Source: an optimization exercise on an open RTL-to-GDS flow (aim: small area and a short achievable clock period). Production flows keep margins and buffers that such runs may drop. Function was not checked in any run shown here: the RTL went through the layout flow alone. Power and IR drop assume default switching activity.

==> flow/design.v <==
`timescale 1ns / 1ps
module matrix_convol #(parameter m=9, f=3) (clk, rst, a, b, stride, out, done);
input clk, rst;
input [7:0] a, b;
input [3:0] stride;
output reg [15:0] out;
output reg done;
localparam [1:0] S_IDLE = 2'd0, S_LOAD = 2'd1, S_MAC = 2'd2, S_STEP = 2'd3;
reg [1:0] state;
reg [3:0] lr;       
reg [3:0] lc;       
reg [2:0] cc, cr;   
reg       ov1;      
reg       ov;       
reg [647:0] xq;     
reg [71:0]  hq;     
reg [8:0]  rs;      
reg [1:0]  r, c;    
reg [7:0]  xr, hr;  
reg [15:0] ps, pc;  
reg [15:0] acc;
wire ld_st   = (state == S_LOAD);
wire mac_st  = (state == S_MAC);
wire step_st = (state == S_STEP);
wire last_e  = (lc == 4'd8);
integer R, j;
always @(posedge clk) begin
    for (R = 0; R < 9; R = R + 1) begin
        for (j = 1; j < 9; j = j + 1)
            xq[(9*R+j)*8 +: 8] <= xq[(9*R+j-1)*8 +: 8];
        if (ld_st && lr == R)
            xq[(9*R)*8 +: 8] <= ~a;
        else
            xq[(9*R)*8 +: 8] <= xq[(9*R+8)*8 +: 8];
    end
    for (j = 1; j < 9; j = j + 1)
        hq[j*8 +: 8] <= hq[(j-1)*8 +: 8];
    if (ld_st && lr == 4'd0)
        hq[7:0] <= ~b;
    else
        hq[7:0] <= hq[71:64];
end
reg [7:0] xt, ht;
always @(*) begin
    xt = {8{~|rs}};
    ht = 8'd0;
    for (R = 0; R < 9; R = R + 1) begin
        xt = xt | ({8{rs[R]}} & xq[(9*R + (3*R)%9)*8 +: 8]);
        ht = ht | ({8{hs[R]}} & hq[R*8 +: 8]);
    end
end
reg [8:0] hs, rs_n;   
reg [1:0] r_n, c_n;
always @(*) begin
    hs = 9'd0;
    case ({cr, cc})
        6'd0: hs = 9'b000000001;
        6'd1: hs = 9'b000000010;
        6'd2: hs = 9'b000000100;
        6'd3: hs = 9'b000001000;
        6'd4: hs = 9'b000010000;
        6'd5: hs = 9'b000100000;
        6'd6: hs = 9'b001000000;
        6'd7: hs = 9'b010000000;
        6'd8: hs = 9'b000001000;
        6'd9: hs = 9'b000010000;
        6'd10: hs = 9'b000100000;
        6'd11: hs = 9'b001000000;
        6'd12: hs = 9'b010000000;
        6'd13: hs = 9'b100000000;
        6'd14: hs = 9'b000000001;
        6'd15: hs = 9'b000000010;
        6'd16: hs = 9'b001000000;
        6'd17: hs = 9'b010000000;
        6'd18: hs = 9'b100000000;
        6'd19: hs = 9'b000000001;
        6'd20: hs = 9'b000000010;
        6'd21: hs = 9'b000000100;
        6'd22: hs = 9'b000001000;
        6'd23: hs = 9'b000010000;
        6'd24: hs = 9'b000000001;
        6'd25: hs = 9'b000000010;
        6'd26: hs = 9'b000000100;
        6'd27: hs = 9'b000001000;
        6'd28: hs = 9'b000010000;
        6'd29: hs = 9'b000100000;
        6'd30: hs = 9'b001000000;
        6'd31: hs = 9'b010000000;
        6'd32: hs = 9'b000001000;
        6'd33: hs = 9'b000010000;
        6'd34: hs = 9'b000100000;
        6'd35: hs = 9'b001000000;
        6'd36: hs = 9'b010000000;
        6'd37: hs = 9'b100000000;
        6'd38: hs = 9'b000000001;
        6'd39: hs = 9'b000000010;
        6'd40: hs = 9'b001000000;
        6'd41: hs = 9'b010000000;
        6'd42: hs = 9'b100000000;
        6'd43: hs = 9'b000000001;
        6'd44: hs = 9'b000000010;
        6'd45: hs = 9'b000000100;
        6'd46: hs = 9'b000001000;
        6'd47: hs = 9'b000010000;
        6'd48: hs = 9'b000000001;
        6'd49: hs = 9'b000000010;
        6'd50: hs = 9'b000000100;
        6'd51: hs = 9'b000001000;
        6'd52: hs = 9'b000010000;
        6'd53: hs = 9'b000100000;
        6'd54: hs = 9'b001000000;
        6'd55: hs = 9'b010000000;
        6'd56: hs = 9'b000001000;
        6'd57: hs = 9'b000010000;
        6'd58: hs = 9'b000100000;
        6'd59: hs = 9'b001000000;
        6'd60: hs = 9'b010000000;
        6'd61: hs = 9'b100000000;
        6'd62: hs = 9'b000000001;
        6'd63: hs = 9'b000000010;
        default: hs = 9'd0;
    endcase
    rs_n = 9'd0; r_n = 2'd0; c_n = 2'd0;
    case ({cr, cc})
        6'd0: begin rs_n = 9'b000000001; r_n = 2'd0; c_n = 2'd2; end
        6'd1: begin rs_n = 9'b000000001; r_n = 2'd0; c_n = 2'd1; end
        6'd2: begin rs_n = 9'b000000001; r_n = 2'd0; c_n = 2'd0; end
        6'd3: begin rs_n = 9'b000000100; r_n = 2'd2; c_n = 2'd2; end
        6'd4: begin rs_n = 9'b000000100; r_n = 2'd2; c_n = 2'd1; end
        6'd5: begin rs_n = 9'b000000100; r_n = 2'd2; c_n = 2'd0; end
        6'd6: begin rs_n = 9'b000000010; r_n = 2'd1; c_n = 2'd2; end
        6'd7: begin rs_n = 9'b000000010; r_n = 2'd1; c_n = 2'd1; end
        6'd8: begin rs_n = 9'b000001000; r_n = 2'd2; c_n = 2'd2; end
        6'd9: begin rs_n = 9'b000001000; r_n = 2'd2; c_n = 2'd1; end
        6'd10: begin rs_n = 9'b000001000; r_n = 2'd2; c_n = 2'd0; end
        6'd11: begin rs_n = 9'b000000100; r_n = 2'd1; c_n = 2'd2; end
        6'd12: begin rs_n = 9'b000000100; r_n = 2'd1; c_n = 2'd1; end
        6'd13: begin rs_n = 9'b000000100; r_n = 2'd1; c_n = 2'd0; end
        6'd14: begin rs_n = 9'b000000010; r_n = 2'd0; c_n = 2'd2; end
        6'd15: begin rs_n = 9'b000000010; r_n = 2'd0; c_n = 2'd1; end
        6'd16: begin rs_n = 9'b000001000; r_n = 2'd1; c_n = 2'd2; end
        6'd17: begin rs_n = 9'b000001000; r_n = 2'd1; c_n = 2'd1; end
        6'd18: begin rs_n = 9'b000001000; r_n = 2'd1; c_n = 2'd0; end
        6'd19: begin rs_n = 9'b000000100; r_n = 2'd0; c_n = 2'd2; end
        6'd20: begin rs_n = 9'b000000100; r_n = 2'd0; c_n = 2'd1; end
        6'd21: begin rs_n = 9'b000000100; r_n = 2'd0; c_n = 2'd0; end
        6'd22: begin rs_n = 9'b000010000; r_n = 2'd2; c_n = 2'd2; end
        6'd23: begin rs_n = 9'b000010000; r_n = 2'd2; c_n = 2'd1; end
        6'd24: begin rs_n = 9'b000001000; r_n = 2'd0; c_n = 2'd2; end
        6'd25: begin rs_n = 9'b000001000; r_n = 2'd0; c_n = 2'd1; end
        6'd26: begin rs_n = 9'b000001000; r_n = 2'd0; c_n = 2'd0; end
        6'd27: begin rs_n = 9'b000100000; r_n = 2'd2; c_n = 2'd2; end
        6'd28: begin rs_n = 9'b000100000; r_n = 2'd2; c_n = 2'd1; end
        6'd29: begin rs_n = 9'b000100000; r_n = 2'd2; c_n = 2'd0; end
        6'd30: begin rs_n = 9'b000010000; r_n = 2'd1; c_n = 2'd2; end
        6'd31: begin rs_n = 9'b000010000; r_n = 2'd1; c_n = 2'd1; end
        6'd32: begin rs_n = 9'b001000000; r_n = 2'd2; c_n = 2'd2; end
        6'd33: begin rs_n = 9'b001000000; r_n = 2'd2; c_n = 2'd1; end
        6'd34: begin rs_n = 9'b001000000; r_n = 2'd2; c_n = 2'd0; end
        6'd35: begin rs_n = 9'b000100000; r_n = 2'd1; c_n = 2'd2; end
        6'd36: begin rs_n = 9'b000100000; r_n = 2'd1; c_n = 2'd1; end
        6'd37: begin rs_n = 9'b000100000; r_n = 2'd1; c_n = 2'd0; end
        6'd38: begin rs_n = 9'b000010000; r_n = 2'd0; c_n = 2'd2; end
        6'd39: begin rs_n = 9'b000010000; r_n = 2'd0; c_n = 2'd1; end
        6'd40: begin rs_n = 9'b001000000; r_n = 2'd1; c_n = 2'd2; end
        6'd41: begin rs_n = 9'b001000000; r_n = 2'd1; c_n = 2'd1; end
        6'd42: begin rs_n = 9'b001000000; r_n = 2'd1; c_n = 2'd0; end
        6'd43: begin rs_n = 9'b000100000; r_n = 2'd0; c_n = 2'd2; end
        6'd44: begin rs_n = 9'b000100000; r_n = 2'd0; c_n = 2'd1; end
        6'd45: begin rs_n = 9'b000100000; r_n = 2'd0; c_n = 2'd0; end
        6'd46: begin rs_n = 9'b010000000; r_n = 2'd2; c_n = 2'd2; end
        6'd47: begin rs_n = 9'b010000000; r_n = 2'd2; c_n = 2'd1; end
        6'd48: begin rs_n = 9'b001000000; r_n = 2'd0; c_n = 2'd2; end
        6'd49: begin rs_n = 9'b001000000; r_n = 2'd0; c_n = 2'd1; end
        6'd50: begin rs_n = 9'b001000000; r_n = 2'd0; c_n = 2'd0; end
        6'd51: begin rs_n = 9'b100000000; r_n = 2'd2; c_n = 2'd2; end
        6'd52: begin rs_n = 9'b100000000; r_n = 2'd2; c_n = 2'd1; end
        6'd53: begin rs_n = 9'b100000000; r_n = 2'd2; c_n = 2'd0; end
        6'd54: begin rs_n = 9'b010000000; r_n = 2'd1; c_n = 2'd2; end
        6'd55: begin rs_n = 9'b010000000; r_n = 2'd1; c_n = 2'd1; end
        6'd59: begin rs_n = 9'b100000000; r_n = 2'd1; c_n = 2'd2; end
        6'd60: begin rs_n = 9'b100000000; r_n = 2'd1; c_n = 2'd1; end
        6'd61: begin rs_n = 9'b100000000; r_n = 2'd1; c_n = 2'd0; end
        6'd62: begin rs_n = 9'b010000000; r_n = 2'd0; c_n = 2'd2; end
        6'd63: begin rs_n = 9'b010000000; r_n = 2'd0; c_n = 2'd1; end
        default: begin rs_n = 9'd0; r_n = 2'd0; c_n = 2'd0; end
    endcase
end
wire first = step_st && lc == 4'd0;           
wire clr   = step_st && lc == 4'd1;           
wire stop  = mac_st && lc == 4'd5;            
always @(posedge clk) begin
    if (first) begin
        rs <= rs_n; r <= r_n; c <= c_n;
    end else if (stop) begin
        rs <= 9'd0;
    end else if (c == 2'd2) begin
        c <= 2'd0;
        if (r == 2'd2) begin r <= 2'd0; rs <= rs >> 2; end
        else begin r <= r + 2'd1; rs <= rs << 1; end
    end else
        c <= c + 2'd1;
end
wire m_pp0_0 = ~(xr[0] | hr[0]);
wire m_pp0_1 = ~(xr[1] | hr[0]);
wire m_pp0_2 = ~(xr[2] | hr[0]);
wire m_pp0_3 = ~(xr[3] | hr[0]);
wire m_pp0_4 = ~(xr[4] | hr[0]);
wire m_pp0_5 = ~(xr[5] | hr[0]);
wire m_pp0_6 = ~(xr[6] | hr[0]);
wire m_pp0_7 = ~(xr[7] | hr[0]);
wire m_pp1_0 = ~(xr[0] | hr[1]);
wire m_pp1_1 = ~(xr[1] | hr[1]);
wire m_pp1_2 = ~(xr[2] | hr[1]);
wire m_pp1_3 = ~(xr[3] | hr[1]);
wire m_pp1_4 = ~(xr[4] | hr[1]);
wire m_pp1_5 = ~(xr[5] | hr[1]);
wire m_pp1_6 = ~(xr[6] | hr[1]);
wire m_pp1_7 = ~(xr[7] | hr[1]);
wire m_pp2_0 = ~(xr[0] | hr[2]);
wire m_pp2_1 = ~(xr[1] | hr[2]);
wire m_pp2_2 = ~(xr[2] | hr[2]);
wire m_pp2_3 = ~(xr[3] | hr[2]);
wire m_pp2_4 = ~(xr[4] | hr[2]);
wire m_pp2_5 = ~(xr[5] | hr[2]);
wire m_pp2_6 = ~(xr[6] | hr[2]);
wire m_pp2_7 = ~(xr[7] | hr[2]);
wire m_pp3_0 = ~(xr[0] | hr[3]);
wire m_pp3_1 = ~(xr[1] | hr[3]);
wire m_pp3_2 = ~(xr[2] | hr[3]);
wire m_pp3_3 = ~(xr[3] | hr[3]);
wire m_pp3_4 = ~(xr[4] | hr[3]);
wire m_pp3_5 = ~(xr[5] | hr[3]);
wire m_pp3_6 = ~(xr[6] | hr[3]);
wire m_pp3_7 = ~(xr[7] | hr[3]);
wire m_pp4_0 = ~(xr[0] | hr[4]);
wire m_pp4_1 = ~(xr[1] | hr[4]);
wire m_pp4_2 = ~(xr[2] | hr[4]);
wire m_pp4_3 = ~(xr[3] | hr[4]);
wire m_pp4_4 = ~(xr[4] | hr[4]);
wire m_pp4_5 = ~(xr[5] | hr[4]);
wire m_pp4_6 = ~(xr[6] | hr[4]);
wire m_pp4_7 = ~(xr[7] | hr[4]);
wire m_pp5_0 = ~(xr[0] | hr[5]);
wire m_pp5_1 = ~(xr[1] | hr[5]);
wire m_pp5_2 = ~(xr[2] | hr[5]);
wire m_pp5_3 = ~(xr[3] | hr[5]);
wire m_pp5_4 = ~(xr[4] | hr[5]);
wire m_pp5_5 = ~(xr[5] | hr[5]);
wire m_pp5_6 = ~(xr[6] | hr[5]);
wire m_pp5_7 = ~(xr[7] | hr[5]);
wire m_pp6_0 = ~(xr[0] | hr[6]);
wire m_pp6_1 = ~(xr[1] | hr[6]);
wire m_pp6_2 = ~(xr[2] | hr[6]);
wire m_pp6_3 = ~(xr[3] | hr[6]);
wire m_pp6_4 = ~(xr[4] | hr[6]);
wire m_pp6_5 = ~(xr[5] | hr[6]);
wire m_pp6_6 = ~(xr[6] | hr[6]);
wire m_pp6_7 = ~(xr[7] | hr[6]);
wire m_pp7_0 = ~(xr[0] | hr[7]);
wire m_pp7_1 = ~(xr[1] | hr[7]);
wire m_pp7_2 = ~(xr[2] | hr[7]);
wire m_pp7_3 = ~(xr[3] | hr[7]);
wire m_pp7_4 = ~(xr[4] | hr[7]);
wire m_pp7_5 = ~(xr[5] | hr[7]);
wire m_pp7_6 = ~(xr[6] | hr[7]);
wire m_pp7_7 = ~(xr[7] | hr[7]);
wire m_s1 = m_pp0_6 ^ m_pp1_5;
wire m_c2 = m_pp0_6 & m_pp1_5;
wire m_s3 = m_pp0_7 ^ m_pp1_6 ^ m_pp2_5;
wire m_c4 = (m_pp0_7 & m_pp1_6) | (m_pp0_7 & m_pp2_5) | (m_pp1_6 & m_pp2_5);
wire m_s5 = m_pp3_4 ^ m_pp4_3;
wire m_c6 = m_pp3_4 & m_pp4_3;
wire m_s7 = m_pp1_7 ^ m_pp2_6 ^ m_pp3_5;
wire m_c8 = (m_pp1_7 & m_pp2_6) | (m_pp1_7 & m_pp3_5) | (m_pp2_6 & m_pp3_5);
wire m_s9 = m_pp4_4 ^ m_pp5_3;
wire m_c10 = m_pp4_4 & m_pp5_3;
wire m_s11 = m_pp2_7 ^ m_pp3_6 ^ m_pp4_5;
wire m_c12 = (m_pp2_7 & m_pp3_6) | (m_pp2_7 & m_pp4_5) | (m_pp3_6 & m_pp4_5);
wire m_s13 = m_pp0_4 ^ m_pp1_3;
wire m_c14 = m_pp0_4 & m_pp1_3;
wire m_s15 = m_pp0_5 ^ m_pp1_4 ^ m_pp2_3;
wire m_c16 = (m_pp0_5 & m_pp1_4) | (m_pp0_5 & m_pp2_3) | (m_pp1_4 & m_pp2_3);
wire m_s17 = m_pp3_2 ^ m_pp4_1;
wire m_c18 = m_pp3_2 & m_pp4_1;
wire m_s19 = m_s1 ^ m_pp2_4 ^ m_pp3_3;
wire m_c20 = (m_s1 & m_pp2_4) | (m_s1 & m_pp3_3) | (m_pp2_4 & m_pp3_3);
wire m_s21 = m_pp4_2 ^ m_pp5_1 ^ m_pp6_0;
wire m_c22 = (m_pp4_2 & m_pp5_1) | (m_pp4_2 & m_pp6_0) | (m_pp5_1 & m_pp6_0);
wire m_s23 = m_s3 ^ m_s5 ^ m_pp5_2;
wire m_c24 = (m_s3 & m_s5) | (m_s3 & m_pp5_2) | (m_s5 & m_pp5_2);
wire m_s25 = m_pp6_1 ^ m_pp7_0 ^ m_c2;
wire m_c26 = (m_pp6_1 & m_pp7_0) | (m_pp6_1 & m_c2) | (m_pp7_0 & m_c2);
wire m_s27 = m_s7 ^ m_s9 ^ m_pp6_2;
wire m_c28 = (m_s7 & m_s9) | (m_s7 & m_pp6_2) | (m_s9 & m_pp6_2);
wire m_s29 = m_pp7_1 ^ m_c4 ^ m_c6;
wire m_c30 = (m_pp7_1 & m_c4) | (m_pp7_1 & m_c6) | (m_c4 & m_c6);
wire m_s31 = m_s11 ^ m_pp5_4 ^ m_pp6_3;
wire m_c32 = (m_s11 & m_pp5_4) | (m_s11 & m_pp6_3) | (m_pp5_4 & m_pp6_3);
wire m_s33 = m_pp7_2 ^ m_c8 ^ m_c10;
wire m_c34 = (m_pp7_2 & m_c8) | (m_pp7_2 & m_c10) | (m_c8 & m_c10);
wire m_s35 = m_pp3_7 ^ m_pp4_6 ^ m_pp5_5;
wire m_c36 = (m_pp3_7 & m_pp4_6) | (m_pp3_7 & m_pp5_5) | (m_pp4_6 & m_pp5_5);
wire m_s37 = m_pp6_4 ^ m_pp7_3 ^ m_c12;
wire m_c38 = (m_pp6_4 & m_pp7_3) | (m_pp6_4 & m_c12) | (m_pp7_3 & m_c12);
wire m_s39 = m_pp4_7 ^ m_pp5_6 ^ m_pp6_5;
wire m_c40 = (m_pp4_7 & m_pp5_6) | (m_pp4_7 & m_pp6_5) | (m_pp5_6 & m_pp6_5);
wire m_s41 = m_pp0_3 ^ m_pp1_2;
wire m_c42 = m_pp0_3 & m_pp1_2;
wire m_s43 = m_s13 ^ m_pp2_2 ^ m_pp3_1;
wire m_c44 = (m_s13 & m_pp2_2) | (m_s13 & m_pp3_1) | (m_pp2_2 & m_pp3_1);
wire m_s45 = m_s15 ^ m_s17 ^ m_pp5_0;
wire m_c46 = (m_s15 & m_s17) | (m_s15 & m_pp5_0) | (m_s17 & m_pp5_0);
wire m_s47 = m_s19 ^ m_s21 ^ m_c16;
wire m_c48 = (m_s19 & m_s21) | (m_s19 & m_c16) | (m_s21 & m_c16);
wire m_s49 = m_s23 ^ m_s25 ^ m_c20;
wire m_c50 = (m_s23 & m_s25) | (m_s23 & m_c20) | (m_s25 & m_c20);
wire m_s51 = m_s27 ^ m_s29 ^ m_c24;
wire m_c52 = (m_s27 & m_s29) | (m_s27 & m_c24) | (m_s29 & m_c24);
wire m_s53 = m_s31 ^ m_s33 ^ m_c28;
wire m_c54 = (m_s31 & m_s33) | (m_s31 & m_c28) | (m_s33 & m_c28);
wire m_s55 = m_s35 ^ m_s37 ^ m_c32;
wire m_c56 = (m_s35 & m_s37) | (m_s35 & m_c32) | (m_s37 & m_c32);
wire m_s57 = m_s39 ^ m_pp7_4 ^ m_c36;
wire m_c58 = (m_s39 & m_pp7_4) | (m_s39 & m_c36) | (m_pp7_4 & m_c36);
wire m_s59 = m_pp5_7 ^ m_pp6_6 ^ m_pp7_5;
wire m_c60 = (m_pp5_7 & m_pp6_6) | (m_pp5_7 & m_pp7_5) | (m_pp6_6 & m_pp7_5);
wire m_s61 = m_pp0_2 ^ m_pp1_1;
wire m_c62 = m_pp0_2 & m_pp1_1;
wire m_s63 = m_s41 ^ m_pp2_1 ^ m_pp3_0;
wire m_c64 = (m_s41 & m_pp2_1) | (m_s41 & m_pp3_0) | (m_pp2_1 & m_pp3_0);
wire m_s65 = m_s43 ^ m_pp4_0 ^ m_c42;
wire m_c66 = (m_s43 & m_pp4_0) | (m_s43 & m_c42) | (m_pp4_0 & m_c42);
wire m_s67 = m_s45 ^ m_c14 ^ m_c44;
wire m_c68 = (m_s45 & m_c14) | (m_s45 & m_c44) | (m_c14 & m_c44);
wire m_s69 = m_s47 ^ m_c18 ^ m_c46;
wire m_c70 = (m_s47 & m_c18) | (m_s47 & m_c46) | (m_c18 & m_c46);
wire m_s71 = m_s49 ^ m_c22 ^ m_c48;
wire m_c72 = (m_s49 & m_c22) | (m_s49 & m_c48) | (m_c22 & m_c48);
wire m_s73 = m_s51 ^ m_c26 ^ m_c50;
wire m_c74 = (m_s51 & m_c26) | (m_s51 & m_c50) | (m_c26 & m_c50);
wire m_s75 = m_s53 ^ m_c30 ^ m_c52;
wire m_c76 = (m_s53 & m_c30) | (m_s53 & m_c52) | (m_c30 & m_c52);
wire m_s77 = m_s55 ^ m_c34 ^ m_c54;
wire m_c78 = (m_s55 & m_c34) | (m_s55 & m_c54) | (m_c34 & m_c54);
wire m_s79 = m_s57 ^ m_c38 ^ m_c56;
wire m_c80 = (m_s57 & m_c38) | (m_s57 & m_c56) | (m_c38 & m_c56);
wire m_s81 = m_s59 ^ m_c40 ^ m_c58;
wire m_c82 = (m_s59 & m_c40) | (m_s59 & m_c58) | (m_c40 & m_c58);
wire m_s83 = m_pp6_7 ^ m_pp7_6 ^ m_c60;
wire m_c84 = (m_pp6_7 & m_pp7_6) | (m_pp6_7 & m_c60) | (m_pp7_6 & m_c60);
always @(posedge clk) begin
    xr  <= xt;
    hr  <= ht;
    ps  <= {1'b0, m_pp7_7, m_s83, m_s81, m_s79, m_s77, m_s75, m_s73, m_s71, m_s69, m_s67, m_s65, m_s63, m_s61, m_pp0_1, m_pp0_0};
    pc  <= {1'b0, m_c84, m_c82, m_c80, m_c78, m_c76, m_c74, m_c72, m_c70, m_c68, m_c66, m_c64, m_c62, m_pp2_0, m_pp1_0, 1'b0};
    acc <= clr ? 16'd0 : acc + ps + pc;
end
always @(posedge clk) begin
    if (rst)
        state <= S_IDLE;
    else case (state)
        S_IDLE: state <= S_LOAD;
        S_LOAD: state <= (lr == 4'd9) ? S_MAC : S_LOAD;
        S_MAC:  state <= S_STEP;
        default: state <= (ov || (cc == 3'd6 && cr == 3'd6 && last_e)) ? S_IDLE : S_MAC;
    endcase
end
wire take = mac_st && last_e;
wire keep = ld_st || (state[1] && !take);
always @(posedge clk) begin
    out  <= (acc & {16{take}}) | (out & {16{keep}});
    done <= state[1] && last_e;
end
wire [2:0] lim = (cc != 3'd6) ? 3'd6 - cc : 3'd6 - cr;
wire       over = stride[3] || (stride[2:0] > lim);
always @(posedge clk) begin
    ov1 <= step_st && last_e && over;
    ov  <= ov1;
end
always @(posedge clk) begin
    case (state)
        S_IDLE: begin
            lr <= 4'd0; lc <= 4'd0;
            cc <= 3'd0; cr <= 3'd0;
        end
        S_LOAD: begin
            if (lr == 4'd9) lc <= 4'd0;
            else if (last_e) begin lc <= 4'd0; lr <= lr + 4'd1; end
            else lc <= lc + 4'd1;
        end
        S_MAC: begin
        end
        default: begin
            lc <= last_e ? 4'd0 : lc + 4'd1;
            if (last_e) begin
                if (cc != 3'd6) begin
                    cc <= cc + stride[2:0];
                end else begin
                    cc <= 3'd0;
                    if (cr != 3'd6)
                        cr <= cr + stride[2:0];
                    else
                        cr <= 3'd0;
                end
            end
        end
    endcase
end
endmodule
==> flow/flow/run.sh <==
#!/bin/bash
# The standard layout (the standard.sh, every step unchanged), with the
# ports buffered by a plain buffer (buf_4) and a clock tree without dummy
# loads, with clkbuf_16 at its root and upper level and clkbuf_8 at its leaves.
set -euo pipefail
export BUFFER_PORTS_ARGS="-buffer_cell sky130_fd_sc_hd__buf_4"
export CTS_ARGS="-sink_clustering_enable -repair_clock_nets -sink_clustering_size 20 -sink_clustering_max_diameter 60 -buf_list sky130_fd_sc_hd__clkbuf_8 -root_buf sky130_fd_sc_hd__clkbuf_16 -dont_use_dummy_load"
bash standard.sh > standard.log 2>&1
==> flow/standard.sh <==
#!/bin/bash
# synth_recipe.tcl (not shown) runs the flow's synth.tcl, then flattens the netlist and writes it again
# the make line also repeats each setting of config.mk as NAME=value (left out here)
make -C /OpenROAD-flow-scripts/flow DESIGN_CONFIG=/design/flow/config.mk WORK_HOME=/design/flow/orfs CLKGATE_MAP_FILE= SYNTH_SCRIPT=/design/flow/synth_recipe.tcl "${@:-finish}"
==> flow/config.mk <==
export PLATFORM = sky130hd
export DESIGN_NAME = matrix_convol
export DESIGN_NICKNAME = matrix_convol
export VERILOG_FILES = /design/flow/design.v
export SDC_FILE = /design/flow/constraint.sdc
export NUM_CORES = 4
export LEC_CHECK = 0
export CAP_MARGIN = 20
export CORE_MARGIN = 2
export CORE_UTILIZATION = 40
export CTS_BUF_LIST = sky130_fd_sc_hd__clkbuf_8
export CTS_CLUSTER_DIAMETER = 60
export CTS_CLUSTER_SIZE = 20
export SLEW_MARGIN = 20
==> flow/constraint.sdc <==
create_clock -name core_clock -period 11.0 [get_ports {clk}]
set_input_delay 2.2000 -clock core_clock [delete_from_list [all_inputs] [get_ports {clk}]]
set_output_delay 2.2000 -clock core_clock [all_outputs]
set_load 0.01 [all_outputs]
==> results of run 1 <==
-- final timing paths --
| check | from | endpoint | slack [ns] |
|---|---|---|---|
| worst max-delay path | out[15]$_DFF_P_ | out[15] | 7.74 |
| worst min-delay path | xq[149]$_DFF_P_ | xq[157]$_DFF_P_ | 0.28 |
| worst max register to register | xr[7]$_DFF_P_ | ps[8]$_DFF_P_ | 8.04 |
| worst min register to register | xq[149]$_DFF_P_ | xq[157]$_DFF_P_ | 0.28 |
-- synth_stat cells, types with 7 or more instances --
library cell    n  area (um2)
a22oi_1        19       142.6
nand2b_1        7       43.79
nand2_1       114       427.9
nor2b_1        16       100.1
a22o_1         24       210.2
nand4_1        12       75.07
a221oi_1       20       175.2
edfxtp_1       27       810.8
fa_1           52        1041
clkbuf_1       33       123.9
xor2_1          7       61.31
nand3_1        13       65.06
and2_1         10       62.56
nor2_1         90       337.8
or2_2          21       131.4
mux2i_1        10       100.1
inv_1          61       229.0
a222oi_1       22       220.2
buf_2           7       35.03
ha_1           46       575.6
xnor2_1        11       96.34
o22ai_1         8       50.05
a21oi_1        38       190.2
o21ai_0        93       465.5
dfxtp_1       802       16060
-- power breakdown --
group          switching [W]  total (W)  internal [W]
sequential          0.000365    0.00404       0.00367
clock               0.000843    0.00131      0.000462
combinational       0.000897    0.00160      0.000703
total                0.00210    0.00694       0.00484
-- metrics by stage --
step / instances / hold slack [ns]
floorplan: 1665 / 0.3096
detailed placement: 2413 / 0.3121
CTS: 2464 / 0.2885
finish: 2464 / 0.2839
global placement: 2413 / 0.3101
global route: 2464 / 0.2832
-- area by class of cell --
type / instances / area [um2] / area share
clock buffers: 51 / 758.2 / 0.03095
repair buffers: 44 / 330.3 / 0.01348
inverters: 61 / 229.0 / 0.009345
multi-input cells: 723 / 5373 / 0.2193
flip-flops and latches: 829 / 16870 / 0.6884
well taps: 756 / 945.9 / 0.03860
-- per-layer routing --
metal | GRT usage | vias up | wire (um)
met2 | 0.2137 | 235 | 17650
met5 | 0 | - | 0
met3 | 0.02204 | 76 | 1610
met1 | 0.1956 | 5663 | 20090
li1 | - | 5659 | -
met4 | 0.05011 | 0 | 1109
-- flip-flops by register name, indices dropped and copies added (netlist names) --
register	cells
xq	648
hq	72
acc	16
out	16
ps	15
pc	14
rs	9
hr	8
xr	8
lc	4
lr	4
cc	3
cr	3
c	2
r	2
state	2
done	1
ov	1
ov1	1
-- cells by family after synthesis --
kind of cell    share of synthesized area
compound gates                    0.08408
fa+ha+maj                         0.07124
xor+xnor                         0.007664
mux                              0.007995
buf+inv                           0.02040
simple gates                      0.06539
flops                              0.7432
==> metrics.yaml, run 1 <==
floorplanning:
  ioPinCount: 39
  die_x_um: 242.2
  dieArea_um2: 58650
  core_um2: 56280
  initial_core_util: 0.4032
  die_h_um: 242.2
  row_count: 87
final_layout:
  stdcell_area_um2: 24500
  fillers: 5078
  num-nets-final: 1830
  drive_above_1_share: 0.07845
  final_common_cell: "dfxtp_1"
  final_cell_mix: "dfxtp_1 (802), nand2_1 (114), o21ai_0 (93)"
  n_antenna_cell: 0
  final_util: 0.4354
  synthToLayoutAreaGrowth_pct: 7.972
clocking:
  cts_setup_buffers: 0
  postCtsHoldBufs: 0
  clk_path_buf_depth: 3
  cts.sinks: 829
  ctsResizeCount: 0
  cts_tree: "built"
  cts-root-buf: "clkbuf_16"
  clk_latency_ns: 0.58
  htreeDepth: 2
  clkTransAtPathRegs_ns: 0.10
  cts_buffers: 51
detailed_routing:
  dr_total_vias: 11630
  drc: 0
  wl_um: 40460
  antenna_left: 0
  wl_per_cell_um: 16.42
  drt-vias-per-instance: 4.721
  drt_pass1_iterations: 8
  drt_iter0_markers: 841
setup_path:
  cpMaxStageDelayCell: "dfxtp_1"
  path_class: "flip-flop to output port"
  critical_path_cell_count: 1
  crit_family: "flip-flops"
  crit_arrival_ns: 1.06
  crit_chain: "buf_4"
  start_kind: "flip-flop"
  cp_num_buf_inv: 1
  slowest_delay_ns: 0.38
  critPathMaxFanout: 2
  crit_required_ns: 8.80
  worst_r2r_path_depth: 6
  setup.worst_path.end_class: "output port"
placement:
  gp_congestion: 0.8752
  io_buffers: 38
  place_area_um2: 23740
  dp_slack_ns: 7.427
  dp_hpwl_um: 26180
timing:
  setup_viol: 0
  fin_crit_ns: 3.265
  finalCritPeriodShare: 0.2968
  finalSetupTns_ns: 0
  drv_slew: 0
  fmax_ghz: 0.3063
  tightest_slew_ns: 0.9630
  slew-limit-headroom: 0.3562
  rsz0062_at_grt: "no"
  worst_slack_ns: 7.735
  hold_viol: 0
  fin_skew_ns: 0.07021
synth:
  synthFlopType: "dfxtp_1"
  syn_area_um2: 22690
  yosys_warnings: 1
  synthArstFlopShare: 0
  ys_seq_area_frac: 0.7432
  avgSynthCellArea_um2: 13.63
  postSynthCellCount: 1665
  yosysUniqueCellTypes: 64
  syn-num-nets: 1785
  ys_seq_elements: 829
  synth_edf_count: 27
pwr:
  fin_total_pwr_w: 0.006944
  leakage_nw: 9.828
  pwr_density_cell_nw_per_um2: 283.4
  ir_drop_mv: 0.1300
grt:
  grt_overflow_total: 0
  grt_max_degree: 55
  antenna_found_initial: 0
  grt_pass1_wl_um: 64520
  grt_usage: 0.1380
  grt_pass1_vias: 11700
run_status:
  status: "finished clean"
flow_run:
  drv_cap: 0
min_path:
  hold_class: "flip-flop to flip-flop"
  whs_path_depth: 0
==> run 2, diff against run 1 <==
--- a/flow/design.v
+++ b/flow/design.v
@@ -7,11 +7,11 @@
 output reg done;
 localparam [1:0] S_IDLE = 2'd0, S_LOAD = 2'd1, S_MAC = 2'd2, S_STEP = 2'd3;
 reg [1:0] state;
-reg [3:0] lr;       
 reg [3:0] lc;       
 reg [2:0] cc, cr;   
-reg       ov1;      
 reg       ov;       
+reg [3:0] strd;     
+reg       upd;      
 reg [647:0] xq;     
 reg [71:0]  hq;     
 reg [8:0]  rs;      
@@ -28,14 +28,14 @@
     for (R = 0; R < 9; R = R + 1) begin
         for (j = 1; j < 9; j = j + 1)
             xq[(9*R+j)*8 +: 8] <= xq[(9*R+j-1)*8 +: 8];
-        if (ld_st && lr == R)
+        if (ld_st && rs[R])
             xq[(9*R)*8 +: 8] <= ~a;
         else
             xq[(9*R)*8 +: 8] <= xq[(9*R+8)*8 +: 8];
     end
     for (j = 1; j < 9; j = j + 1)
         hq[j*8 +: 8] <= hq[(j-1)*8 +: 8];
-    if (ld_st && lr == 4'd0)
+    if (ld_st && rs[0])
         hq[7:0] <= ~b;
     else
         hq[7:0] <= hq[71:64];
@@ -190,7 +190,11 @@
 wire clr   = step_st && lc == 4'd1;           
 wire stop  = mac_st && lc == 4'd5;            
 always @(posedge clk) begin
-    if (first) begin
+    if (state == S_IDLE)
+        rs <= 9'd1;
+    else if (ld_st) begin
+        if (last_e) rs <= rs << 1;
+    end else if (first) begin
         rs <= rs_n; r <= r_n; c <= c_n;
     end else if (stop) begin
         rs <= 9'd0;
@@ -361,7 +365,7 @@
         state <= S_IDLE;
     else case (state)
         S_IDLE: state <= S_LOAD;
-        S_LOAD: state <= (lr == 4'd9) ? S_MAC : S_LOAD;
+        S_LOAD: state <= (rs == 9'd0) ? S_MAC : S_LOAD;
         S_MAC:  state <= S_STEP;
         default: state <= (ov || (cc == 3'd6 && cr == 3'd6 && last_e)) ? S_IDLE : S_MAC;
     endcase
@@ -372,39 +376,41 @@
     out  <= (acc & {16{take}}) | (out & {16{keep}});
     done <= state[1] && last_e;
 end
-wire [2:0] lim = (cc != 3'd6) ? 3'd6 - cc : 3'd6 - cr;
-wire       over = stride[3] || (stride[2:0] > lim);
+wire [4:0] ccs = cc + strd;
+wire [4:0] crs = cr + strd;
 always @(posedge clk) begin
-    ov1 <= step_st && last_e && over;
-    ov  <= ov1;
+    strd <= stride;
+    upd  <= step_st && last_e;
 end
 always @(posedge clk) begin
     case (state)
         S_IDLE: begin
-            lr <= 4'd0; lc <= 4'd0;
-            cc <= 3'd0; cr <= 3'd0;
+            lc <= 4'd0;
+            cc <= 3'd0; cr <= 3'd0; ov <= 1'b0;
         end
         S_LOAD: begin
-            if (lr == 4'd9) lc <= 4'd0;
-            else if (last_e) begin lc <= 4'd0; lr <= lr + 4'd1; end
+            if (rs == 9'd0) lc <= 4'd0;
+            else if (last_e) lc <= 4'd0;
             else lc <= lc + 4'd1;
         end
         S_MAC: begin
-        end
-        default: begin
-            lc <= last_e ? 4'd0 : lc + 4'd1;
-            if (last_e) begin
+            if (upd) begin
                 if (cc != 3'd6) begin
-                    cc <= cc + stride[2:0];
+                    cc <= ccs[2:0];
+                    ov <= ccs > 5'd6;
                 end else begin
                     cc <= 3'd0;
-                    if (cr != 3'd6)
-                        cr <= cr + stride[2:0];
-                    else
+                    if (cr != 3'd6) begin
+                        cr <= crs[2:0];
+                        ov <= crs > 5'd6;
+                    end else
                         cr <= 3'd0;
                 end
             end
         end
+        default: begin
+            lc <= last_e ? 4'd0 : lc + 4'd1;
+        end
     endcase
 end
 endmodule
==> flow/flow/run.sh (replaced) <==
#!/bin/bash
# The standard layout (the standard.sh, every step unchanged), with the
# ports buffered by a plain buffer (buf_4) and a clock tree without dummy
# loads, with clkbuf_16 at its root and upper level and clkbuf_8 at its leaves.
set -euo pipefail
export BUFFER_PORTS_ARGS="-buffer_cell sky130_fd_sc_hd__buf_4"
export CTS_ARGS="-sink_clustering_enable -repair_clock_nets -sink_clustering_size 18 -sink_clustering_max_diameter 60 -buf_list sky130_fd_sc_hd__clkbuf_8 -root_buf sky130_fd_sc_hd__clkbuf_16 -dont_use_dummy_load"
bash standard.sh > standard.log 2>&1
--- a/flow/config.mk
+++ b/flow/config.mk
@@ -10,5 +10,5 @@
 export CORE_UTILIZATION = 40
 export CTS_BUF_LIST = sky130_fd_sc_hd__clkbuf_8
 export CTS_CLUSTER_DIAMETER = 60
-export CTS_CLUSTER_SIZE = 20
+export CTS_CLUSTER_SIZE = 18
 export SLEW_MARGIN = 20
==> metrics.yaml, run 2 <==
setup_path:
  crit_chain: "buf_4"  # unchanged
  crit_arrival_ns: 1.05  # was 1.06 ns
  setup.worst_path.end_class: "output port"  # unchanged
  crit_required_ns: 8.80  # about the same
  slowest_delay_ns: 0.34  # was 0.38 ns
  cpMaxStageDelayCell: "dfxtp_1"  # unchanged
  path_class: "flip-flop to output port"  # unchanged
  rrSetupSlack_ns: 8.02  # was 8.04 ns
  critPathMaxFanout: 1  # was 2
  crit_family: "flip-flops"  # unchanged
  start_kind: "flip-flop"  # unchanged
  cp_num_buf_inv: 1  # unchanged
timing:
  tightest_slew_ns: 0.9549  # was 0.9630 ns
  drv_slew: 0  # unchanged
  hold_viol: 0  # unchanged
  fin_crit_ns: 3.245  # was 3.265 ns
  finalSetupTns_ns: 0  # unchanged
  finalCritPeriodShare: 0.2950  # was 0.2968
  slew-limit-headroom: 0.3634  # was 0.3562
  fin_skew_ns: 0.08652  # was 0.07021 ns
  fmax_ghz: 0.3082  # was 0.3063 GHz
  rsz0062_at_grt: "no"  # unchanged
  setup_viol: 0  # unchanged
clocking:
  cts-root-buf: "clkbuf_16"  # unchanged
  postCtsHoldBufs: 0  # unchanged
  cts_buffers: 56  # was 51
  clkTransAtPathRegs_ns: 0.10  # about the same
  clk_latency_ns: 0.59  # was 0.58 ns
  cts.sinks: 829  # unchanged
  ctsResizeCount: 0  # unchanged
  clk_path_buf_depth: 3  # unchanged
  cts_setup_buffers: 0  # unchanged
  htreeDepth: 2  # unchanged
  cts_tree: "built"  # unchanged
placement:
  gp_congestion: 0.8291  # was 0.8752
  post-place-cells: 2425  # was 2413
  dp_hpwl_um: 27010  # was 26180 um
  io_buffers: 38  # unchanged
synth:
  ys_seq_area_frac: 0.7455  # was 0.7432
  synth_top_cells_by_count: "dfxtp_1 (814), nand2_1 (165), o21ai_0 (120)"  # was dfxtp_1 (802), nand2_1 (114), o21ai_0 (93)
  yosys_warnings: 1  # unchanged
  yosysUniqueCellTypes: 67  # was 64
  syn-num-nets: 1793  # was 1785
  avgSynthCellArea_um2: 13.35  # was 13.63 um2
  yosys-top-cells-area: "dfxtp_1 (73%), fa_1 (4.6%), nand2_1 (2.8%), o21ai_0 (2.7%), edfxtp_1 (2.0%)"  # was dfxtp_1 (71%), fa_1 (4.6%), edfxtp_1 (3.6%), ha_1 (2.5%), o21ai_0 (2.1%)
  synthArstFlopShare: 0  # unchanged
  postSynthCellCount: 1683  # was 1665
  synthFlopType: "dfxtp_1"  # unchanged
  synth_top_cell_area_share: 0.7254  # was 0.7075
  synth_top_cell_by_area: "dfxtp_1"  # unchanged
  synth.most_common_cell: "dfxtp_1"  # unchanged
  syn_area_um2: 22460  # was 22690 um2
  synth_edf_count: 15  # was 27
  ys_seq_elements: 829  # unchanged
pwr:
  leakage_nw: 9.783  # was 9.828 nW
  pwr_density_cell_nw_per_um2: 247.3  # was 283.4 nW/um2
  ir_drop_mv: 0.1639  # was 0.1300 mV
final_layout:
  num-nets-final: 1845  # was 1830
  largest_reg_flops: 648  # unchanged
  n_antenna_cell: 0  # unchanged
  final_cell_mix: "dfxtp_1 (814), nand2_1 (165), o21ai_0 (120)"  # was dfxtp_1 (802), nand2_1 (114), o21ai_0 (93)
  fin_cells: 2481  # was 2464
  synthToLayoutAreaGrowth_pct: 8.411  # was 7.972%
  max_flop_register: "xq"  # unchanged
  final_common_cell: "dfxtp_1"  # unchanged
  reg_top3: "xq: 648 flops, hq: 72 flops"  # unchanged
  drive_above_1_share: 0.08136  # was 0.07845
detailed_routing:
  dr_total_vias: 11650  # was 11.63k
  drt_iter0_markers: 992  # was 841
  wl_per_cell_um: 16.64  # was 16.42 um
  drt-vias-per-instance: 4.696  # was 4.721
  drt_pass1_iterations: 9  # was 8
  antenna_left: 0  # unchanged
  drc: 0  # unchanged
  wl_um: 41290  # was 40460 um
floorplanning:
  die_x_um: 241.0  # was 242.2 um
  core_um2: 55310  # was 56280 um2
  dieArea_um2: 58070  # was 58650 um2
  ioPinCount: 39  # unchanged
  die_h_um: 241.0  # was 242.2 um
  row_count: 86  # was 87
  initial_core_util: 0.4061  # was 0.4032
run_status:
  status: "finished clean"  # unchanged
grt:
  grt_pass1_wl_um: 66850  # was 64520 um
  grt_usage: 0.1476  # was 0.1380
  antenna_found_initial: 0  # unchanged
  grt_pass1_vias: 11970  # was 11.70k
  grt_max_degree: 33  # was 55
  grt_overflow_total: 0  # unchanged
min_path:
  hold_class: "flip-flop to flip-flop"  # unchanged
flow_run:
  drv_cap: 0  # unchanged
run 2: changes by cell type in the layout (fill, tap and decap cells not counted), sizes merged, moves of 12 or more:
cell | before | now
a21oi | 38 | 20
a221o | 3 | 16
dfxtp | 802 | 814
edfxtp | 27 | 15
inv | 61 | 47
nand2 | 114 | 166
o21ai | 93 | 122
run 2: layout make-up:
class | instances | area [um2]
Fill cell | 5083 | 30960
Sequential cell | 829 | 16750
Multi-Input combinational cell | 753 | 5306
Tap cell | 748 | 935.9
Clock buffer | 56 | 827.0
Timing Repair Buffer | 48 | 360.3
Inverter | 47 | 176.4
run 2: final timing paths:
| check | from | end | depth (start not counted) |
|---|---|---|---|
| worst max-delay path | done$_DFF_P_ | done | 1 |
| worst min-delay path | xq[248]$_DFF_P_ | xq[256]$_DFF_P_ | 0 |
| worst max register to register | hr[0]$_DFF_P_ | ps[7]$_DFF_P_ | 6 |
| worst min register to register | xq[248]$_DFF_P_ | xq[256]$_DFF_P_ | 0 |
run 2: per-stage QoR:
step | power, W | util | instance area (um2) | hold WS (ns) | setup WS (ns)
final | 0.006023 | 0.4403 | 24350 | 0.2647 | 7.755
after global routing | 0.006428 | 0.4403 | 24350 | 0.2707 | 7.693
after CTS | 0.006103 | 0.4403 | 24350 | 0.2671 | 7.710
after detailed placement | 0.004751 | 0.4253 | 23530 | 0.3121 | 8.045
after global placement | 0.004712 | 0.4253 | 23530 | 0.3099 | 8.064
after floorplan | 0.004448 | - | 22460 | 0.3096 | 8.077
run 2: per-layer routing:
layer  track usage  wire length, um
met1        0.2021            19710
met2        0.2369            18730
met3       0.02608             1904
met4       0.04920              942
met5             0                0
run 2: cell families (layout without fill, tap and decap cells):
group                      count (synthesis)  count (layout)  share of synthesized area
muxes                                      6               6                   0.003008
adders and majority gates                 88              88                    0.06640
buffers and inverters                    101             151                    0.01838
xor gates and xnor gates                  15              15                   0.005849
and+or+nand+nor                          363             363                    0.07258
AOI/OAI and AO/OA                        281             281                    0.08829
DFF                                      829             829                     0.7455
run 2: power by group:
part           switching (W)  internal, W  leakage, nW
clock               0.000850     0.000501        0.428
combinational       0.000573     0.000471         2.41
sequential          0.000191      0.00344         6.94
total                0.00161      0.00441         9.78
==> run 3, diff against run 2 <==
--- a/flow/design.v
+++ b/flow/design.v
@@ -18,7 +18,8 @@
 reg [1:0]  r, c;    
 reg [7:0]  xr, hr;  
 reg [15:0] ps, pc;  
-reg [15:0] acc;
+reg [15:0] acc;     
+reg [3:1]  ca, cb;  
 wire ld_st   = (state == S_LOAD);
 wire mac_st  = (state == S_MAC);
 wire step_st = (state == S_STEP);
@@ -358,8 +359,83 @@
     hr  <= ht;
     ps  <= {1'b0, m_pp7_7, m_s83, m_s81, m_s79, m_s77, m_s75, m_s73, m_s71, m_s69, m_s67, m_s65, m_s63, m_s61, m_pp0_1, m_pp0_0};
     pc  <= {1'b0, m_c84, m_c82, m_c80, m_c78, m_c76, m_c74, m_c72, m_c70, m_c68, m_c66, m_c64, m_c62, m_pp2_0, m_pp1_0, 1'b0};
-    acc <= clr ? 16'd0 : acc + ps + pc;
+    acc <= clr ? 16'd0 : acc_n;
+    ca  <= clr ? 3'd0 : ca_n;
+    cb  <= clr ? 3'd0 : cb_n;
 end
+wire [15:0] cs_s, cs_k;    
+assign cs_s[0] = acc[0] ^ ps[0] ^ pc[0];
+assign cs_k[0] = (acc[0] & ps[0]) | (acc[0] & pc[0]) | (ps[0] & pc[0]);
+assign cs_s[1] = acc[1] ^ ps[1] ^ pc[1];
+assign cs_k[1] = (acc[1] & ps[1]) | (acc[1] & pc[1]) | (ps[1] & pc[1]);
+assign cs_s[2] = acc[2] ^ ps[2] ^ pc[2];
+assign cs_k[2] = (acc[2] & ps[2]) | (acc[2] & pc[2]) | (ps[2] & pc[2]);
+assign cs_s[3] = acc[3] ^ ps[3] ^ pc[3];
+assign cs_k[3] = (acc[3] & ps[3]) | (acc[3] & pc[3]) | (ps[3] & pc[3]);
+assign cs_s[4] = acc[4] ^ ps[4] ^ pc[4];
+assign cs_k[4] = (acc[4] & ps[4]) | (acc[4] & pc[4]) | (ps[4] & pc[4]);
+assign cs_s[5] = acc[5] ^ ps[5] ^ pc[5];
+assign cs_k[5] = (acc[5] & ps[5]) | (acc[5] & pc[5]) | (ps[5] & pc[5]);
+assign cs_s[6] = acc[6] ^ ps[6] ^ pc[6];
+assign cs_k[6] = (acc[6] & ps[6]) | (acc[6] & pc[6]) | (ps[6] & pc[6]);
+assign cs_s[7] = acc[7] ^ ps[7] ^ pc[7];
+assign cs_k[7] = (acc[7] & ps[7]) | (acc[7] & pc[7]) | (ps[7] & pc[7]);
+assign cs_s[8] = acc[8] ^ ps[8] ^ pc[8];
+assign cs_k[8] = (acc[8] & ps[8]) | (acc[8] & pc[8]) | (ps[8] & pc[8]);
+assign cs_s[9] = acc[9] ^ ps[9] ^ pc[9];
+assign cs_k[9] = (acc[9] & ps[9]) | (acc[9] & pc[9]) | (ps[9] & pc[9]);
+assign cs_s[10] = acc[10] ^ ps[10] ^ pc[10];
+assign cs_k[10] = (acc[10] & ps[10]) | (acc[10] & pc[10]) | (ps[10] & pc[10]);
+assign cs_s[11] = acc[11] ^ ps[11] ^ pc[11];
+assign cs_k[11] = (acc[11] & ps[11]) | (acc[11] & pc[11]) | (ps[11] & pc[11]);
+assign cs_s[12] = acc[12] ^ ps[12] ^ pc[12];
+assign cs_k[12] = (acc[12] & ps[12]) | (acc[12] & pc[12]) | (ps[12] & pc[12]);
+assign cs_s[13] = acc[13] ^ ps[13] ^ pc[13];
+assign cs_k[13] = (acc[13] & ps[13]) | (acc[13] & pc[13]) | (ps[13] & pc[13]);
+assign cs_s[14] = acc[14] ^ ps[14] ^ pc[14];
+assign cs_k[14] = (acc[14] & ps[14]) | (acc[14] & pc[14]) | (ps[14] & pc[14]);
+assign cs_s[15] = acc[15] ^ ps[15] ^ pc[15];
+assign cs_k[15] = (acc[15] & ps[15]) | (acc[15] & pc[15]) | (ps[15] & pc[15]);
+wire [15:0] acc_n;
+wire [3:1] ca_n, cb_n;
+assign acc_n[0] = cs_s[0] ^ 1'b0 ^ 1'b0;
+wire rc0 = (cs_s[0] & 1'b0) | (cs_s[0] & 1'b0) | (1'b0 & 1'b0);
+assign acc_n[1] = cs_s[1] ^ cs_k[0] ^ rc0;
+wire rc1 = (cs_s[1] & cs_k[0]) | (cs_s[1] & rc0) | (cs_k[0] & rc0);
+assign acc_n[2] = cs_s[2] ^ cs_k[1] ^ rc1;
+wire rc2 = (cs_s[2] & cs_k[1]) | (cs_s[2] & rc1) | (cs_k[1] & rc1);
+assign acc_n[3] = cs_s[3] ^ cs_k[2] ^ rc2;
+wire rc3 = (cs_s[3] & cs_k[2]) | (cs_s[3] & rc2) | (cs_k[2] & rc2);
+assign ca_n[1] = rc3;
+assign cb_n[1] = cs_k[3];
+assign acc_n[4] = cs_s[4] ^ cb[1] ^ ca[1];
+wire rc4 = (cs_s[4] & cb[1]) | (cs_s[4] & ca[1]) | (cb[1] & ca[1]);
+assign acc_n[5] = cs_s[5] ^ cs_k[4] ^ rc4;
+wire rc5 = (cs_s[5] & cs_k[4]) | (cs_s[5] & rc4) | (cs_k[4] & rc4);
+assign acc_n[6] = cs_s[6] ^ cs_k[5] ^ rc5;
+wire rc6 = (cs_s[6] & cs_k[5]) | (cs_s[6] & rc5) | (cs_k[5] & rc5);
+assign acc_n[7] = cs_s[7] ^ cs_k[6] ^ rc6;
+wire rc7 = (cs_s[7] & cs_k[6]) | (cs_s[7] & rc6) | (cs_k[6] & rc6);
+assign ca_n[2] = rc7;
+assign cb_n[2] = cs_k[7];
+assign acc_n[8] = cs_s[8] ^ cb[2] ^ ca[2];
+wire rc8 = (cs_s[8] & cb[2]) | (cs_s[8] & ca[2]) | (cb[2] & ca[2]);
+assign acc_n[9] = cs_s[9] ^ cs_k[8] ^ rc8;
+wire rc9 = (cs_s[9] & cs_k[8]) | (cs_s[9] & rc8) | (cs_k[8] & rc8);
+assign acc_n[10] = cs_s[10] ^ cs_k[9] ^ rc9;
+wire rc10 = (cs_s[10] & cs_k[9]) | (cs_s[10] & rc9) | (cs_k[9] & rc9);
+assign acc_n[11] = cs_s[11] ^ cs_k[10] ^ rc10;
+wire rc11 = (cs_s[11] & cs_k[10]) | (cs_s[11] & rc10) | (cs_k[10] & rc10);
+assign ca_n[3] = rc11;
+assign cb_n[3] = cs_k[11];
+assign acc_n[12] = cs_s[12] ^ cb[3] ^ ca[3];
+wire rc12 = (cs_s[12] & cb[3]) | (cs_s[12] & ca[3]) | (cb[3] & ca[3]);
+assign acc_n[13] = cs_s[13] ^ cs_k[12] ^ rc12;
+wire rc13 = (cs_s[13] & cs_k[12]) | (cs_s[13] & rc12) | (cs_k[12] & rc12);
+assign acc_n[14] = cs_s[14] ^ cs_k[13] ^ rc13;
+wire rc14 = (cs_s[14] & cs_k[13]) | (cs_s[14] & rc13) | (cs_k[13] & rc13);
+assign acc_n[15] = cs_s[15] ^ cs_k[14] ^ rc14;
+wire rc15 = (cs_s[15] & cs_k[14]) | (cs_s[15] & rc14) | (cs_k[14] & rc14);
 always @(posedge clk) begin
     if (rst)
         state <= S_IDLE;
==> metrics.yaml, run 3 <==
timing:
  hold_ws_ns: 0.2757  # was 0.2647 ns
  fin_skew_ns: 0.08660  # was 0.08652 ns
  tightest_slew_ns: 0.9741  # was 0.9549 ns
  slew-limit-headroom: 0.3481  # was 0.3634
  finalSetupTns_ns: 0  # unchanged
  rsz0062_at_grt: "no"  # unchanged
  worst_slack_ns: 7.763  # was 7.755 ns
  fmax_ghz: 0.3089  # was 0.3082 GHz
  setup_viol: 0  # unchanged
  fin_crit_ns: 3.237  # was 3.245 ns
  finalCritPeriodShare: 0.2943  # was 0.2950
  drv_slew: 0  # unchanged
  hold_viol: 0  # unchanged
detailed_routing:
  wl_um: 39780  # was 41290 um
  wl_per_cell_um: 15.90  # was 16.64 um
  drt_pass1_iterations: 5  # was 9
  antenna_left: 0  # unchanged
  drt_iter0_markers: 750  # was 992
  drc: 0  # unchanged
  drt-vias-per-instance: 4.640  # was 4.696
  dr_total_vias: 11610  # was 11.65k
placement:
  dp_hpwl_um: 26130  # was 27010 um
  io_buffers: 38  # unchanged
  place_area_um2: 23830  # was 23530 um2
  dp_slack_ns: 7.853  # was 8.045 ns
  gp_congestion: 0.8243  # was 0.8291
setup_path:
  path_class: "flip-flop to output port"  # unchanged
  crit_chain: "buf_4"  # unchanged
  crit_arrival_ns: 1.04  # was 1.05 ns
  start_kind: "flip-flop"  # unchanged
  setup.worst_path.end_class: "output port"  # unchanged
  slowest_delay_ns: 0.36  # was 0.34 ns
  crit_required_ns: 8.80  # about the same
  cpMaxStageDelayCell: "dfxtp_1"  # unchanged
  critPathMaxFanout: 2  # was 1
  crit_family: "flip-flops"  # unchanged
  cp_num_buf_inv: 1  # unchanged
grt:
  grt_usage: 0.1375  # was 0.1476
  grt_pass1_wl_um: 64800  # was 66850 um
  grt_pass1_vias: 11800  # was 11.97k
  grt_max_degree: 33  # unchanged
  grt_overflow_total: 0  # unchanged
  antenna_found_initial: 0  # unchanged
pwr:
  ir_drop_mv: 0.1307  # was 0.1639 mV
  pwr_density_cell_nw_per_um2: 229.1  # was 247.3 nW/um2
  leakage_nw: 9.903  # was 9.783 nW
synth:
  synth_top_cell_by_area: "dfxtp_1"  # unchanged
  muxShareOfSynthArea: 0.004388  # was 0.003008
  avgSynthCellArea_um2: 13.36  # was 13.35 um2
  yosys.area_share.simple: 0.08250  # was 0.07258
  yosys_warnings: 1  # unchanged
  synth-compound-area-share: 0.07953  # was 0.08829
  synthArstFlopShare: 0  # unchanged
  synth.most_common_cell: "dfxtp_1"  # unchanged
  synth_top_cells_by_count: "dfxtp_1 (820), nand2_1 (148), o21ai_0 (126)"  # was dfxtp_1 (814), nand2_1 (165), o21ai_0 (120)
  syn-num-nets: 1816  # was 1793
  yosysUniqueCellTypes: 68  # was 67
  synth_edf_count: 15  # unchanged
  synthAdderAreaFrac: 0.06878  # was 0.06640
  yosys-top-cells-area: "dfxtp_1 (72%), fa_1 (5.6%), o21ai_0 (2.8%), nand2_1 (2.4%), edfxtp_1 (2.0%)"  # was dfxtp_1 (73%), fa_1 (4.6%), nand2_1 (2.8%), o21ai_0 (2.7%), edfxtp_1 (2.0%)
  postSynthCellCount: 1707  # was 1683
  synth_top_family_by_area: "simple AND/OR/NAND/NOR gates"  # was compound AO/OA/AOI/OAI gates
  synth_xor_area_frac: 0.003456  # was 0.005849
  synthFlopType: "dfxtp_1"  # unchanged
  ys_seq_area_frac: 0.7394  # was 0.7455
  syn_area_um2: 22810  # was 22460 um2
  ys_seq_elements: 835  # was 829
  synth_top_cell_area_share: 0.7197  # was 0.7254
clocking:
  cts-root-buf: "clkbuf_16"  # unchanged
  cts_buffers: 55  # was 56
  cts.sinks: 835  # was 829
  htreeDepth: 2  # unchanged
  clk_latency_ns: 0.59  # about the same
  postCtsHoldBufs: 0  # unchanged
  clkTransAtPathRegs_ns: 0.10  # about the same
  cts_tree: "built"  # unchanged
  cts_setup_buffers: 0  # unchanged
  clk_path_buf_depth: 3  # unchanged
  ctsResizeCount: 0  # unchanged
floorplanning:
  dieArea_um2: 58950  # was 58070 um2
  core_um2: 56390  # was 55310 um2
  die_h_um: 242.8  # was 241.0 um
  row_count: 87  # was 86
  ioPinCount: 39  # unchanged
  initial_core_util: 0.4045  # was 0.4061
  die_x_um: 242.8  # was 241.0 um
final_layout:
  reg_top3: "xq: 648 flops, hq: 72 flops"  # unchanged
  synthToLayoutAreaGrowth_pct: 8.041  # was 8.411%
  num-nets-final: 1857  # was 1845
  stdcell_area_um2: 24640  # was 24350 um2
  final_common_cell: "dfxtp_1"  # unchanged
  max_flop_register: "xq"  # unchanged
  drive_above_1_share: 0.07904  # was 0.08136
  n_antenna_cell: 0  # unchanged
  largest_reg_flops: 648  # unchanged
  fillers: 5230  # was 5083
  final_util: 0.4371  # was 0.4403
  final_cell_mix: "dfxtp_1 (820), nand2_1 (148), o21ai_0 (126)"  # was dfxtp_1 (814), nand2_1 (165), o21ai_0 (120)
  multi_input_area_um2: 5456  # was 5306 um2
  regArea_um2: 16870  # was 16750 um2
min_path:
  hold_class: "flip-flop to flip-flop"  # unchanged
run_status:
  status: "finished clean"  # unchanged
flow_run:
  drv_cap: 0  # unchanged
## run 3: kinds of logic after synthesis
kind of cell,count (synthesis)
xor+xnor,9
mux,7
fa+ha+maj,87
compound gates,270
flops,835
simple gates,376
buf+inv,123
## run 3: worst paths after layout
check | startpoint | endpoint | slack (ns) | depth (start not counted)
setup reg to reg | cr[1]$_SDFFCE_PN0P_ | hr[4]$_DFF_P_ | 7.80 | 5
setup / recovery | out[8]$_DFF_P_ | out[8] | 7.76 | 1
hold / removal | xq[206]$_DFF_P_ | xq[214]$_DFF_P_ | 0.28 | 0
hold reg to reg | xq[206]$_DFF_P_ | xq[214]$_DFF_P_ | 0.28 | 0
## run 3: stage by stage
step | cells | power [W]
final | 2502 | 0.005645
after global routing | 2502 | 0.005999
after CTS | 2502 | 0.005738
after detailed placement | 2447 | 0.004392
after global placement | 2447 | 0.004349
after floorplan | 1707 | 0.004158
## run 3: routing by layer
metal	part of all wire	global-route usage	up-vias
met5	0	0	-
met4	0.031	0.05197	0
met3	0.035	0.02311	72
met2	0.44	0.2158	196
met1	0.49	0.1908	5641
li1	-	-	5700
## run 3: layout make-up
cell class,count,share of cell area
Tap cell,756,0.03838
Inverter,64,0.009748
Timing Repair Buffer,43,0.01310
Sequential cell,835,0.6844
Multi-Input combinational cell,749,0.2214
Clock buffer,55,0.03300
## run 3: power breakdown
group	leakage [nW]	switching, W	total (W)	internal, W
clock network	0.421	0.000846	0.00134	0.000494
registers	6.98	0.000193	0.00365	0.00346
logic	2.50	0.000329	0.000652	0.000322
total	9.90	0.00137	0.00565	0.00428

[port drivers added, routing unchanged]
The results above use ideal ports. As a check the final layouts listed here were re-extracted and re-timed, cells and wires unchanged. Step 1 sets driving cells, clkbuf_16 on the clock port and buf_2 on the other inputs (assumed; they add their load-dependent delay and slew). Step 2 moves the port delays by t, midway between the first and last clock arrival at a register: inputs arrive t later, outputs are due t later. That takes back most of the time a late clock gives input paths. Slacks: ideal / step 1 / step 2; pairs: ideal / step 1.
run | shift t [ns] | setup WS [ns] | worst setup path after step 2 | clock arrival spread, ns
run 1 | 0.603 | 7.735 / 7.682 / 7.386 | input to register | 0.071 / 0.071
run 2 | 0.609 | 7.755 / 7.697 / 8.022 | register to register | 0.090 / 0.090
run 3 | 0.597 | 7.763 / 7.709 / 7.799 | register to register | 0.087 / 0.087
After both steps setup and hold are still met in every run listed. The setup slack of run 1, which loses most, moves by -0.053 ns with the drivers and by -0.349 ns with both steps.
